Background: an optimization exercise with open tools, aiming at small area. Do not read the settings as production practice.
Only simulation tests tie the RTL to the original design; equivalence was not proved.

==> run a: inputs <==
// lsort_detect
module lsort_detect (
    input               clk,
    input               rst_n,
    input               in_valid,
    input        [ 1:0] in_channel,
    input        [11:0] in_data,
    output logic        out_valid,
    output logic [ 1:0] out_channel,
    output logic [10:0] out_data,
    output logic        out_spike,
    output logic [38:0] out_time
);
  localparam int NW = 23;   
  logic [1:0] ph;
  always_ff @(posedge clk or negedge rst_n)
    if (!rst_n) ph <= 2'd0;
    else ph <= ph + 2'd1;
  logic [1:0] dly;
  logic [3:1] ev;
  logic [11:0] ed1, ed2, ed3;
  assign dly = in_channel - ph;
  always_ff @(posedge clk or negedge rst_n)
    if (!rst_n) ev <= '0;
    else begin
      ev[1] <= in_valid && dly == 2'd3;
      ev[2] <= ev[1] || (in_valid && dly == 2'd2);
      ev[3] <= ev[2] || (in_valid && dly == 2'd1);
    end
  always_ff @(posedge clk) begin
    ed1 <= in_data;
    ed2 <= (in_valid && dly == 2'd2) ? in_data : ed1;
    ed3 <= (in_valid && dly == 2'd1) ? in_data : ed2;
  end
  logic pv;
  logic [11:0] x;
  ...
==> module lsort_detect, before the edit <==
module lsort_detect (
    input               clk,
    input               rst_n,
    input               in_valid,
    input        [ 1:0] in_channel,
    input        [11:0] in_data,
    output logic        out_valid,
    output logic [ 1:0] out_channel,
    output logic [10:0] out_data,
    output logic        out_spike,
    output logic [38:0] out_time
);
  localparam int NW = 23;   
  logic [1:0] ph;
  always_ff @(posedge clk or negedge rst_n)
    if (!rst_n) ph <= 2'd0;
    else ph <= ph + 2'd1;
  logic [1:0] dly;
  logic [3:1] ev;
  logic [11:0] ed1, ed2, ed3;
  assign dly = in_channel - ph;
  always_ff @(posedge clk or negedge rst_n)
    if (!rst_n) ev <= '0;
    else begin
      ev[1] <= in_valid && dly == 2'd3;
      ev[2] <= ev[1] || (in_valid && dly == 2'd2);
      ev[3] <= ev[2] || (in_valid && dly == 2'd1);
    end
  always_ff @(posedge clk) begin
    ed1 <= in_data;
    ed2 <= (in_valid && dly == 2'd2) ? in_data : ed1;
    ed3 <= (in_valid && dly == 2'd1) ? in_data : ed2;
  end
  logic pv;
  logic [11:0] x;
  assign pv = ev[3] || (in_valid && dly == 2'd0);
  assign x  = ev[3] ? ed3 : in_data;
  logic [23:0] flt0, flt1, flt2, flt3;   
  logic seen3;
  always_ff @(posedge clk or negedge rst_n)
    if (!rst_n) seen3 <= 1'b0;
    else if (pv && ph == 2'd3) seen3 <= 1'b1;
  logic [11:0] s1, s2, d;
  assign s1 = seen3 ? flt3[23:12] : 12'd0;
  assign s2 = seen3 ? flt3[11:0] : 12'd0;
  lsd_filter u_filter (
      .x (x),
      .s1(s1),
      .s2(s2),
      .d (d)
  );
  logic v1;
  logic [11:0] s2o;
  always_ff @(posedge clk or negedge rst_n)
    if (!rst_n) v1 <= 1'b0;
    else v1 <= pv;
  always_ff @(posedge clk) begin
    flt0 <= pv ? {d, s1} : flt3;
    flt1 <= flt0;
    flt2 <= flt1;
    flt3 <= flt2;
    s2o  <= s2;
  end
  logic [10:0] u;
  lsd_mag u_mag (
      .d (flt0[23:12]),
      .s2(s2o),
      .y (),
      .u (u)
  );
  logic v2;
  logic [10:0] u2;
  always_ff @(posedge clk or negedge rst_n)
    if (!rst_n) v2 <= 1'b0;
    else v2 <= v1;
  always_ff @(posedge clk) u2 <= u;
  logic [5:0] g;   
  assign g = (u2[10:6] != 0) ? 6'd63 : (u2[5:0] == 0) ? 6'd0 : u2[5:0] - 6'd1;
  logic [NW-1:0][5:0] win0, win1, win2, win3;
  always_ff @(posedge clk) begin
    win0 <= win3;
    win1 <= v2 ? {win0[NW-2:0], g} : win0;
    win2 <= win1;
    win3 <= win2;
  end
  logic [4:0] fill;
  always_ff @(posedge clk or negedge rst_n)
    if (!rst_n) fill <= '0;
    else if (v2 && ph == 2'd1 && fill != 5'd23) fill <= fill + 5'd1;
  logic [5:0] q;
  logic [NW-1:0] lt;
  logic [4:0] nlt;
  assign q = u2[10:5] - {5'd0, u2[4:0] == 5'd0};
  always_comb
    for (int j = 0; j < NW; j++) begin
      logic c;
      c = 1'b0;
      for (int b = 0; b < 6; b++) c = (~win0[j][b] & q[b]) | ((~win0[j][b] | q[b]) & c);
      lt[j] = (5'(j) < fill) && c;
    end
  lsd_pop u_pop (
      .z  (lt),
      .cnt(nlt)   
  );
  assign out_valid = v2;
  assign out_data  = u2;
  assign out_spike = (u2 != 11'd0) && nlt[4];
  logic [40:0] cnt, cnt_carry;
  assign {out_time, out_channel} = cnt;
  always_comb begin
    cnt_carry[0] = v2;
    for (int b = 1; b < 41; b++) cnt_carry[b] = cnt_carry[b-1] & cnt[b-1];
  end
  always_ff @(posedge clk or negedge rst_n)
    if (!rst_n) cnt <= '0;
    else cnt <= cnt ^ cnt_carry;
endmodule
export LEC_CHECK = 0
export CAP_MARGIN = 20
export CORE_MARGIN = 2
export CORE_UTILIZATION = 40
export CTS_CLUSTER_DIAMETER = 100
export CTS_CLUSTER_SIZE = 30
export SLEW_MARGIN = 20
create_clock -name core_clock -period 14.0 [get_ports {clk}]
standard.sh (not shown) runs the stock make flow with config.mk's settings and CLKGATE_MAP_FILE= SYNTH_SCRIPT=/design/flow/synth_recipe.tcl, a recipe that flattens the netlist after the stock synthesis.
==> flow/flow/run.sh <==
#!/bin/bash
# Layout flow: the standard layout (standard.sh) with two changes:
#  - after the standard synthesis, fa_polarity.py picks the polarity of each
#    full adder so that fewer inverters sit between adders (the registers and
#    all other cells stay as synthesis made them);
#  - the port buffers are the smallest buffer cell.
# Each step's output goes to a log of its own here; the tools' own logs are
# under orfs/logs.
set -euo pipefail
export BUFFER_PORTS_ARGS="-buffer_cell sky130_fd_sc_hd__buf_1"
R=orfs/results/${FLOW_PLATFORM}/lsort_detect/base
bash standard.sh synth > flow_synth.log 2>&1
cp $R/1_2_yosys.v flow_yosys_standard.v
python3 flow/fa_polarity.py flow_yosys_standard.v $R/1_2_yosys.new.v > flow_fa_polarity.log 2>&1
# the edited netlist is newer than 1_synth.odb, so make rebuilds it from there
mv $R/1_2_yosys.new.v $R/1_2_yosys.v
bash standard.sh finish > flow_finish.log 2>&1
Other scripts of this flow, unchanged in this note and not shown: flow/flow/fa_polarity.py
==> inputs of run b, as changes to run a <==
--- a/flow/design.v
+++ b/flow/design.v
@@ -570,8 +570,7 @@
     win3 <= win2;
   end
-  logic [4:0] fill;
-  always_ff @(posedge clk or negedge rst_n)
-    if (!rst_n) fill <= '0;
-    else if (v2 && ph == 2'd1 && fill != 5'd23) fill <= fill + 5'd1;
+  logic [NW-1:0] old_ok;
+  always_comb
+    for (int j = 0; j < NW; j++) old_ok[j] = (out_time[38:5] != 0) || (5'(j) < out_time[4:0]);
   logic [5:0] q;
   logic [NW-1:0] lt;
@@ -583,5 +582,5 @@
       c = 1'b0;
       for (int b = 0; b < 6; b++) c = (~win0[j][b] & q[b]) | ((~win0[j][b] | q[b]) & c);
-      lt[j] = (5'(j) < fill) && c;
+      lt[j] = old_ok[j] && c;
     end
   lsd_pop u_pop (
@@ -592,12 +591,12 @@
   assign out_data  = u2;
   assign out_spike = (u2 != 11'd0) && nlt[4];
-  logic [40:0] cnt, cnt_carry;
-  assign {out_time, out_channel} = cnt;
+  assign out_channel = ph + 2'd2;
+  logic [38:0] tcarry;
   always_comb begin
-    cnt_carry[0] = v2;
-    for (int b = 1; b < 41; b++) cnt_carry[b] = cnt_carry[b-1] & cnt[b-1];
+    tcarry[0] = v2 && ph == 2'd1;
+    for (int b = 1; b < 39; b++) tcarry[b] = tcarry[b-1] & out_time[b-1];
   end
   always_ff @(posedge clk or negedge rst_n)
-    if (!rst_n) cnt <= '0;
-    else cnt <= cnt ^ cnt_carry;
+    if (!rst_n) out_time <= '0;
+    else out_time <= out_time ^ tcarry;
 endmodule
Settings changed: CORE_UTILIZATION 40 to 45.
==> notes <==
Run b produced a clean layout. Run a passed the timing, design-rule and antenna checks.
Flip-flop and latch count: run b is lower than run a (7).
In run a the synthesized cell count is higher than in run b, by about 4%.
Of run a and run b, run a has the higher final cell count (gap 8.1%, measured against run b).
In run a the clock skew is higher than in run b, by 7.1 ps.
In run a the worst hold slack is lower than in run b, by 5.2 ps.
Register-to-register slack: run b is worse than run a (40 ps).
Global-route usage: run a is lower than run b (1.9 points).
Of run a and run b, run a has the higher synthesized area (gap about 1.5%, measured against run b).

[afterwards: timing with drivers on the ports]
The flow's constraints put no driver on any port. The routed layouts listed below were extracted and timed again, unchanged, in two steps.
Step 1 assumes that a clkbuf_16 drives the clock port and a buf_2 every other input.
Step 2 also shifts input and output timing later by t, the mid clock arrival at the registers, as if the neighbouring blocks saw the same clock.
a / b / c = ideal / step 1 / step 2; a / b = the first two.
run	shift t [ns]	slack for setup (ns)	latest minus earliest clock arrival (ns)	worst data-port slew with drivers (ns)
run a	0.683	2.572 / 2.572 / 2.572	0.036 / 0.036	0.03
run b	0.657	2.533 / 2.533 / 2.533	0.022 / 0.022	0.04
After both steps every run listed still meets setup and hold.
